From an optimization exercise on the open Yosys and OpenROAD flow, aimed at small area; shortcuts taken in it are not production practice. In this exercise RTL edits were held to simulation tests only and were not proved equivalent to the original. The clock cells of this run come from the design's own scripts or RTL, not from TritonCTS. The flow treats the clock pin as an ideal source. Dropping or thinning the clock tree relies on that and would not hold on a real chip. No activity file was given, so power comes from the tool's default toggle rates.

--- design/flow/config.mk ---
export PLATFORM = sky130hd
export DESIGN_NAME = ChipInterface
export DESIGN_NICKNAME = ChipInterface
export VERILOG_FILES = /design/flow/design.v
export SDC_FILE = /design/flow/constraint.sdc
export NUM_CORES = 4
export LEC_CHECK = 0
export CAP_MARGIN = 20
export CORE_MARGIN = 2
export CORE_UTILIZATION = 40
export SLEW_MARGIN = 20
--- design/flow/constraint.sdc ---
create_clock -name core_clock -period 12.0 [get_ports {CLOCK_50}]
set_input_delay 2.4000 -clock core_clock [delete_from_list [all_inputs] [get_ports {CLOCK_50}]]
set_output_delay 2.4000 -clock core_clock [all_outputs]
set_load 0.01 [all_outputs]
--- design/flow/design.v ---
`default_nettype none
module ChipInterface
  (output logic [6:0] HEX7, HEX6,
  output logic [7:0] LEDG,
  input logic [17:0] SW,
  input logic [3:0] KEY,
  input logic CLOCK_50);
  logic [1:0] act_a, act_s;
  always_ff @(posedge CLOCK_50) begin
    act_a <= {~(KEY[2] & KEY[1]), (KEY[2] & KEY[1]) ? ~KEY[0] : KEY[2]};
    act_s <= act_a;
  end
  logic force_s, y_s;
  assign force_s = act_s[1];
  assign y_s = act_s[0];
  function automatic logic [2:0] corner_code(input logic [3:0] v);
    corner_code = {(v == 4'd2) | (v == 4'd4) | (v == 4'd6) | (v == 4'd8), v[2], v[1]};
  endfunction
  function automatic logic [2:0] edge_code(input logic [3:0] v);
    edge_code = {(v == 4'd1) | (v == 4'd3) | (v == 4'd7) | (v == 4'd9), v[1], v[3] | v[2]};
  endfunction
  logic [2:0] c1, c3, e2, e4, e6;
  logic m5;
  logic [3:0] n7, n8, n9;
  logic [3:0] entry, sel;
  assign entry = SW[3:0];
  assign sel = SW[7:4];
  logic [2:0] entry_c, entry_e;
  assign entry_c = corner_code(entry);
  assign entry_e = edge_code(entry);
  always_ff @(posedge CLOCK_50) begin
    if (force_s) begin
      if (y_s) begin
        c1 <= corner_code(4'd8);
        e2 <= edge_code(4'd1);
        c3 <= corner_code(4'd6);
        e4 <= edge_code(4'd3);
        m5 <= 1'b1;
        e6 <= edge_code(4'd7);
        n7 <= 4'd4;
        n8 <= 4'd9;
        n9 <= 4'd2;
      end
      else begin
        c1 <= corner_code(4'd8) & 3'b011;
        e2 <= edge_code(4'd1) & 3'b011;
        c3 <= corner_code(4'd6) & 3'b011;
        e4 <= edge_code(4'd3) & 3'b011;
        m5 <= 1'b0;
        e6 <= edge_code(4'd7) & 3'b011;
        n7 <= 4'd0;
        n8 <= 4'd0;
        n9 <= 4'd0;
      end
    end
    else if (y_s) begin
      case (sel)
        4'd1: c1 <= entry_c;
        4'd2: e2 <= entry_e;
        4'd3: c3 <= entry_c;
        4'd4: e4 <= entry_e;
        4'd5: m5 <= (entry == 4'd5);
        4'd6: e6 <= entry_e;
        4'd7: n7 <= entry;
        4'd8: n8 <= entry;
        4'd9: n9 <= entry;
        default: ;
      endcase
    end
  end
  function automatic logic [4:0] bcd_add(input logic [3:0] a, b);
    logic [3:0] t;
    logic c, ge10;
    c = 1'b0;
    for (int i = 0; i < 4; i++) begin
      t[i] = a[i] ^ b[i] ^ c;
      c = (a[i] & b[i]) | (c & (a[i] ^ b[i]));
    end
    ge10 = c | (t[3] & (t[2] | t[1]));
    if (ge10) bcd_add = {1'b1, t[3] ^ (t[2] | t[1]), ~(t[2] ^ t[1]), ~t[1], t[0]};
    else bcd_add = {1'b0, t};
  endfunction
  function automatic logic [6:0] seg7(input logic [3:0] d);
    case (d)
      4'd0: seg7 = 7'b100_0000;
      4'd1: seg7 = 7'b111_1001;
      4'd2: seg7 = 7'b010_0100;
      4'd3: seg7 = 7'b011_0000;
      4'd4: seg7 = 7'b001_1001;
      4'd5: seg7 = 7'b001_0010;
      4'd6: seg7 = 7'b000_0010;
      4'd7: seg7 = 7'b111_1000;
      4'd8: seg7 = 7'b000_0000;
      4'd9: seg7 = 7'b001_1000;
      default: seg7 = 7'b111_1111;
    endcase
  endfunction
  logic [4:0] s98, s987;
  assign s98 = bcd_add(n9, n8);
  assign s987 = bcd_add(s98[3:0], n7);
  assign HEX6 = seg7(s987[3:0]);
  assign HEX7 = seg7({2'b00, s98[4] & s987[4], s98[4] ^ s987[4]});
  logic even9, even7, sum15, x4, y4, it_is_magic;
  assign even9 = ~n9[0] & (n9[3] == ~(n9[2] | n9[1]));
  assign even7 = ~n7[0] & (n7[3] == ~(n7[2] | n7[1]));
  assign sum15 = (s98[4] ^ s987[4]) & (s987[3:0] == 4'd5);
  assign x4 = n9[1] ^ n7[1];
  assign y4 = n9[2] ? n7[1] : ~n9[1];
  assign it_is_magic = m5 & c1[2] & c3[2] & e2[2] & e4[2] & e6[2]
                     & even9 & even7 & (n9[2] ^ n7[2]) & sum15
                     & (c1[1] == n9[2]) & (c1[0] != n9[1])
                     & (c3[1] == n7[2]) & (c3[0] != n7[1])
                     & (e2[1] == n8[1]) & (e2[0] == ~(n8[3] | n8[2]))
                     & (e4[1:0] == {x4, y4})
                     & (e6[1:0] == {x4, ~y4});
  assign LEDG = {8{it_is_magic}};
endmodule
--- design/flow/flow/run.sh ---
#!/bin/bash
# Own layout flow: the standard flow, with
#  - synthesis mapped for area: ORFS's synthesis (synth_recipe.tcl) is run four times in
#    parallel, each trying twelve area-oriented abc scripts (written to abc_cands/) in place of ORFS's
#    speed script and without adder-cell extraction; the smallest mapping found is then used
#    by the layout's own synthesis run. Registers are mapped exactly as in the standard
#    synthesis, before abc runs.
#  - port buffers made of buf_1 cells,
#  - a one-level clock tree: after CTS, flow/post_cts.tcl replaces the tree CTS made with three
#    clkbuf_4 buffers driven by the clock port, each driving a third of the registers.
# Each tool's output goes to a log file in this folder (explore_N.log, own_flow.log) and to
# ORFS's own logs under orfs*/logs.
set -euo pipefail
W=$PWD
export ADDER_MAP_FILE=
export BUFFER_PORTS_ARGS="-buffer_cell sky130_fd_sc_hd__buf_1"
export CTS_ARGS="-sink_clustering_enable -repair_clock_nets -dont_use_dummy_load -buf_list sky130_fd_sc_hd__clkbuf_4"
export POST_CTS_TCL=$W/flow/post_cts.tcl
export OWN_CLOCK_PORT=CLOCK_50
export OWN_CLOCK_BUFS=3
export OWN_CLOCK_BUF=sky130_fd_sc_hd__clkbuf_4
cat flow/abc_override.tcl synth_recipe.tcl > own_synth.tcl
# the abc scripts tried: deepsyn with 48 seeds, then nf mapping (every fourth) or amap, with
# more area-recovery iterations for half of the amap runs
mkdir -p abc_cands
for k in $(seq 0 47); do
  f=abc_cands/c$(printf %02d $k).abc
  if (( k % 4 == 3 )); then
    printf 'strash\n&get -n\n&st\n&deepsyn -T 40 -S %d\n&dch -f\n&nf -R 1000\n&put\ntopo\n' $k > $f
  elif (( k % 2 == 0 )); then
    printf 'strash\n&get -n\n&st\n&deepsyn -T 40 -S %d\n&put\ndch -f\namap -F 200 -A 400\ntopo\n' $k > $f
  else
    printf 'strash\n&get -n\n&st\n&deepsyn -T 40 -S %d\n&put\ndch -f\namap\ntopo\n' $k > $f
  fi
done
SYNTH_ARG="SYNTH_SCRIPT=$W/own_synth.tcl"
sed "s#SYNTH_SCRIPT=[^ ']*#$SYNTH_ARG#" standard.sh > own_standard.sh
grep -q "$SYNTH_ARG" own_standard.sh
# exploration: four synthesis runs in their own ORFS work folders
pids=()
for n in 0 1 2 3; do
  mkdir -p explore_$n
  sed "s#WORK_HOME=[^ ']*#WORK_HOME=$W/explore_$n/orfs#" own_standard.sh > explore_$n/standard.sh
  cands=""
  for k in $(seq $n 4 47); do cands="$cands $W/abc_cands/c$(printf %02d $k).abc"; done
  ( export OWN_ABC_MODE=explore OWN_ABC_CANDS="$cands" OWN_ABC_OUT=$W/explore_$n
    bash explore_$n/standard.sh synth > explore_$n.log 2>&1 ) &
  pids+=($!)
done
for p in "${pids[@]}"; do wait $p || true; done
best=""
best_area=""
for n in 0 1 2 3; do
  [[ -f explore_$n/best.txt && -f explore_$n/best.il ]] || continue
  a=$(cat explore_$n/best.txt)
  if [[ -z "$best" ]] || python3 -c "import sys; sys.exit(0 if float('$a') < float('$best_area') else 1)"; then
    best=$W/explore_$n/best.il
    best_area=$a
  fi
done
echo "best mapping: $best ($best_area)" > own_choice.log
if [[ -n "$best" ]]; then
  export OWN_ABC_MODE=replay OWN_ABC_BEST=$best
else
  export OWN_ABC_MODE=explore OWN_ABC_CANDS="$W/abc_cands/c00.abc" OWN_ABC_OUT=$W
fi
bash own_standard.sh > own_flow.log 2>&1
--- design/flow/flow/abc_override.tcl ---
# Technology mapping for area. ORFS's synthesis calls abc once, after the registers are mapped;
# this replaces that call.
#  explore mode (OWN_ABC_MODE=explore): map with each abc script in OWN_ABC_CANDS (area-oriented,
#    no delay target), keep the mapping with the smallest cell area, and save it with its area
#    to OWN_ABC_OUT/best.il and OWN_ABC_OUT/best.txt.
#  replay mode (OWN_ABC_MODE=replay): load the mapping saved in OWN_ABC_BEST in place of abc.
proc abc {args} {
  if { $::env(OWN_ABC_MODE) eq "replay" } {
    puts "abc replay: $::env(OWN_ABC_BEST)"
    yosys design -reset
    yosys read_rtlil $::env(OWN_ABC_BEST)
    return
  }
  set i [lsearch -exact $args -D]
  if { $i >= 0 } {
    set args [lreplace $args $i [expr { $i + 1 }]]
  }
  set si [lsearch -exact $args -script]
  set lib [lindex $args [expr { [lsearch -exact $args -liberty] + 1 }]]
  yosys design -save own_pre_abc
  set best ""
  foreach script $::env(OWN_ABC_CANDS) {
    yosys design -load own_pre_abc
    lset args [expr { $si + 1 }] $script
    if { [catch { yosys abc {*}$args } msg] } {
      puts "abc candidate $script failed: $msg"
      continue
    }
    set out [yosys tee -q -s result.string stat -liberty $lib]
    regexp {Chip area for module[^:]*:\s*([0-9.]+)} $out -> area
    puts "abc candidate $script: area $area"
    if { $best eq "" || $area < $best } {
      set best $area
      yosys design -save own_best_abc
    }
  }
  yosys design -load own_best_abc
  yosys write_rtlil $::env(OWN_ABC_OUT)/best.il
  set f [open $::env(OWN_ABC_OUT)/best.txt w]
  puts $f $best
  close $f
  puts "abc best area: $best"
}
--- design/flow/flow/post_cts.tcl ---
# Rebuild the clock tree that CTS made as one level: the clock port drives OWN_CLOCK_BUFS
# buffers of type OWN_CLOCK_BUF directly, and each buffer drives a share of the registers.
set block [ord::get_db_block]
set db [ord::get_db]
set port_net [$block findNet $::env(OWN_CLOCK_PORT)]
set bufs {}
set sinks {}
set todo [list $port_net]
while { [llength $todo] > 0 } {
  set net [lindex $todo 0]
  set todo [lrange $todo 1 end]
  foreach it [$net getITerms] {
    if { ![$it isInputSignal] } { continue }
    set inst [$it getInst]
    set mname [[$inst getMaster] getName]
    if { [string match "sky130_fd_sc_hd__clkbuf_*" $mname] } {
      lappend bufs $inst
      lappend todo [[$inst findITerm X] getNet]
    } else {
      lappend sinks $it
    }
  }
}
puts "own clock tree: [llength $bufs] CTS buffers, [llength $sinks] sinks"
set old_nets {}
foreach b $bufs {
  set n [[$b findITerm X] getNet]
  lappend old_nets $n
  foreach it [$b getITerms] { if { [$it getNet] ne "NULL" } { $it disconnect } }
  odb::dbInst_destroy $b
}
foreach it $sinks { $it disconnect }
foreach n $old_nets { odb::dbNet_destroy $n }
# split the sinks into groups by x position
set nbuf $::env(OWN_CLOCK_BUFS)
set master [$db findMaster $::env(OWN_CLOCK_BUF)]
set sorted [lsort -command { apply {{a b} {
  expr { [lindex [[$a getInst] getLocation] 0] - [lindex [[$b getInst] getLocation] 0] } } } } $sinks]
set per [expr { int(ceil([llength $sorted] / double($nbuf))) }]
for { set g 0 } { $g < $nbuf } { incr g } {
  set group [lrange $sorted [expr { $g * $per }] [expr { ($g + 1) * $per - 1 }]]
  if { [llength $group] == 0 } { continue }
  set net [odb::dbNet_create $block "clknet_own_$g"]
  $net setSigType CLOCK
  set inst [odb::dbInst_create $block $master "clkbuf_own_$g"]
  [$inst findITerm A] connect $port_net
  [$inst findITerm X] connect $net
  set sx 0
  set sy 0
  foreach it $group {
    $it connect $net
    lassign [[$it getInst] getLocation] x y
    set sx [expr { $sx + $x }]
    set sy [expr { $sy + $y }]
  }
  $inst setLocation [expr { int($sx / [llength $group]) }] [expr { int($sy / [llength $group]) }]
  $inst setPlacementStatus PLACED
  puts "own clock buffer $g: [llength $group] sinks"
}
detailed_placement
check_placement -verbose
estimate_parasitics -placement
--- design/flow/standard.sh ---
#!/bin/bash
# synth_recipe.tcl (not shown) runs the flow's synth.tcl, then flattens the netlist and writes it again
# the make line also repeats each setting of config.mk as NAME=value (left out here)
make -C /OpenROAD-flow-scripts/flow DESIGN_CONFIG=/design/flow/config.mk WORK_HOME=/design/flow/orfs CLKGATE_MAP_FILE= SYNTH_SCRIPT=/design/flow/synth_recipe.tcl "${@:-finish}"
==> parameters.txt <==
Parameter                              Value

Run status
  Run status  no timing/DRC/antenna violations

Floorplanning
  Width of the die    70.77 µm
  Effective utilization at floorplan    41.23%
  Core Rows    24
  Boundary pin count    45
  Die Outline Area    0.005008 mm²
  Core Footprint    0.004324 mm²
  Die H    70.77 µm

Routing
  Count of unresolved DRC violations after routing    0
  Antenna-violating nets left    0
  First-pass detailed-route iteration total    4
  Via count    1448
  Wirelength per Cell    12.51 µm
  Count of routing violations after the opening detailed-route iteration    58
  Routed wire length    3452 µm
  Post-DR vias/cell    5.246

Critical path
  CP arrival    4.98 ns
  Reg-to-Reg Start    act_s[0]$_DFF_P_
  Crit-path max cell delay    0.72 ns
  Critical Path Start    n9[1]$_DFFE_PP_
  Worst Path Required    9.60 ns
  Crit Path Category    flip-flop to primary output
  Kind of capture point of the worst setup path    primary output
  Slowest library cell on the worst path    nor4_1
  CP Buf/Inv Count    2
  Most frequent cell on the critical path    nor2_1
  Launching element type of the critical path    flip-flop
  Highest net fanout along the worst path    8
  Cell type group with the largest total delay on the critical path    simple AND/OR/NAND/NOR gates

CTS
  Reg clk slew, reported paths    0.10 ns
  Worst skew pair latency    0.17 ns
  Number of sinks handled by clock tree synthesis    32

Logic synthesis
  Top cell type's share of synthesized area    47.16%
  Warning count from the yosys run    1
  Mean Syn Cell Area    8.915 µm²
  Count leader, synth    clkinv_1
  Instance count of the mapped netlist    200
  Number of enable flip-flop cells after synthesis    28
  Number of synthesized register bits    32
  Synth async-reset ratio    0%
  Top FF cell, synth    edfxtp_1
  Count of distinct cell types in the synthesized netlist    31
  Cell types with the highest counts after synthesis    clkinv_1, edfxtp_1, nor2_1, o21ai_0, nand2_1
  Area leader, netlist    edfxtp_1
  Synthesized netlist net count    223
  Area contributors post-synth    edfxtp_1, o21ai_0, clkinv_1
  Area of the mapped netlist    0.001783 mm²
  Part of the Yosys area used for sequential elements    51.65%

Power
  P per Cell Area    141.0 mW/mm²
  Maximum resistive drop on vdd    0.06275 mV
  Pleak    0.0006362 µW

Placed design
  IO buf count    32
  Post-detailed-placement cell area    0.001886 mm²
  RePlAce Congestion    0.8307
  Detailed placement HPWL    2827 µm

Timing
  Total count of hold-check failures in the final report    0
  RSZ-0062 raised after global routing    false
  Final period util    61.47%
  Rel. slew slack    43.51%
  Final Max Slew Viols    0
  # setup viols final    0
  Hold slack    0.3370 ns
  Time the final worst path needs with I/O delays and setup    7.376 ns
  Slew @ Worst Pin    0.8396 ns
  Fin Setup TNS    0 ns
  Clk_skew    0.005647 ns
  Max Fclk    135.6 MHz

Finish
  Total Nets Final    249
  Layout overhead on the synthesized area    7.018%
  Area occupied by registers    920.9 µm²
  Share of final-layout standard cells stronger than drive strength 1    1.339%
  Final std cell area, no fill    0.001908 mm²
  Area used by multi-input combinational logic    663.1 µm²
  Number of antenna repair diodes    0
  Layout fillers    456

Global route
  Number of antenna violations at the first check in global routing    0
  Gr ovfl total    0
  Largest net degree at the start of global routing    14
  Global-route wire length before repair    5871 µm
  Via count of the first global-routing pass    1301
  Overall Global Routing Usage    14.71%

Flow run
  Max-Cap Viols    0

Min path
  Worst min-delay path category    flip-flop to flip-flop
  Hold Path Origin    act_a[1]$_DFF_P_
==> path summary, 6_finish.rpt <==
path,slack [ns],depth (start not counted),end
worst min register to register,0.34,0,act_s[1]$_DFF_P_
worst max register to register,10.16,3,n8[2]$_SDFFCE_PP0P_
worst min-delay path,0.34,0,act_s[1]$_DFF_P_
worst max-delay path,4.62,26,LEDG[5]
==> registers in the layout, indices dropped and copies added, names as in the netlist <==
register and flops:
act_s 2, e4 3, c1 3, act_a 2, c3 3, e6 3, n9 4, n7 4
n8 4, m5 1, e2 3
==> per-stage QoR <==
| stage | setup slack (ns) | total power (µW) | cells | utilization [%] |
|---|---|---|---|---|
| 2_1_floorplan | 5.298 | 208.7 | 200 | - |
| 3_3_place_gp | 4.854 | 233.5 | 273 | 43.61 |
| 3_5_place_dp | 4.793 | 234.3 | 273 | 43.61 |
| 5_1_grt | 3.994 | 290.5 | 276 | 44.13 |
| 6_report | 4.624 | 269.1 | 276 | 44.13 |
==> power breakdown <==
part           total (µW)  internal [µW]  switching (µW)
Clock                38.0           12.0            26.0
Sequential            135            130            5.34
Combinational        96.2           30.8            65.4
==> cells by family (layout without fill, tap and decap cells) <==
family | count (synthesis) | count (layout) | synth area share [%]
simple gates | 62 | 62 | 15.02
flops | 32 | 32 | 51.65
compound gates | 63 | 63 | 21.97
other cells | 1 | 1 | 0.2103
buf+inv | 42 | 66 | 11.16
==> per-layer routing <==
| metal | vias up | global-route usage (%) | share of wire, % |
|---|---|---|---|
| met5 | - | 0 | 0 |
| met4 | 0 | 5.031 | 2.7 |
| met3 | 10 | 2.422 | 5.0 |
| met2 | 44 | 26.58 | 48 |
| met1 | 633 | 17.71 | 44 |
| li1 | 761 | - | - |
==> placed cells by master, fill, tap and decap left out, types with 2 or more instances in the layout <==
cell type and instances:
buf_1 32, clkinv_1 31, edfxtp_1 28, o21ai_0 25
nor2_1 25, nand2_1 20, a21oi_1 10, o31ai_1 7
o22ai_1 6, nor3_1 5, dfxtp_1 4, nand3_1 3
or3_1 3, clkbuf_4 3, a21o_1 2, o2111ai_1 2
o211ai_1 2, nor4_1 2
==> area by class of cell <==
class	instances	share of cell area, %
Buffer	3	1.180
Sequential cell	32	48.26
Tap cell	52	3.410
Inverter	31	6.098
Multi-Input combinational cell	126	34.75
Timing Repair Buffer	32	6.295

[separate check: timing with driven ports]
The flow's constraints put no driver on any port. The routed layout listed below was extracted and timed again, unchanged, in two steps.
Step 1 (the two cells are an assumption about what drives the block):
set clk [get_ports {CLOCK_50}]
set_driving_cell -lib_cell sky130_fd_sc_hd__clkbuf_16 $clk
set_driving_cell -lib_cell sky130_fd_sc_hd__buf_2 [delete_from_list [all_inputs] $clk]
Step 2 also shifts input and output timing later by t, the mid clock arrival at the registers, as if the neighbouring blocks saw the same clock.
a / b / c = ideal / step 1 / step 2; a / b = the first two.
t, ns: 0.196
setup WS [ns]: 4.624 / 4.594 / 4.789
worst setup path at the end: register to output
worst register clock-pin slew, ns: 0.11 / 0.11
cell pins on the clock port's net: 3
After both steps setup and hold are still met in this run. The setup slack of this run moves by -0.030 ns with the drivers and by +0.165 ns with both steps.
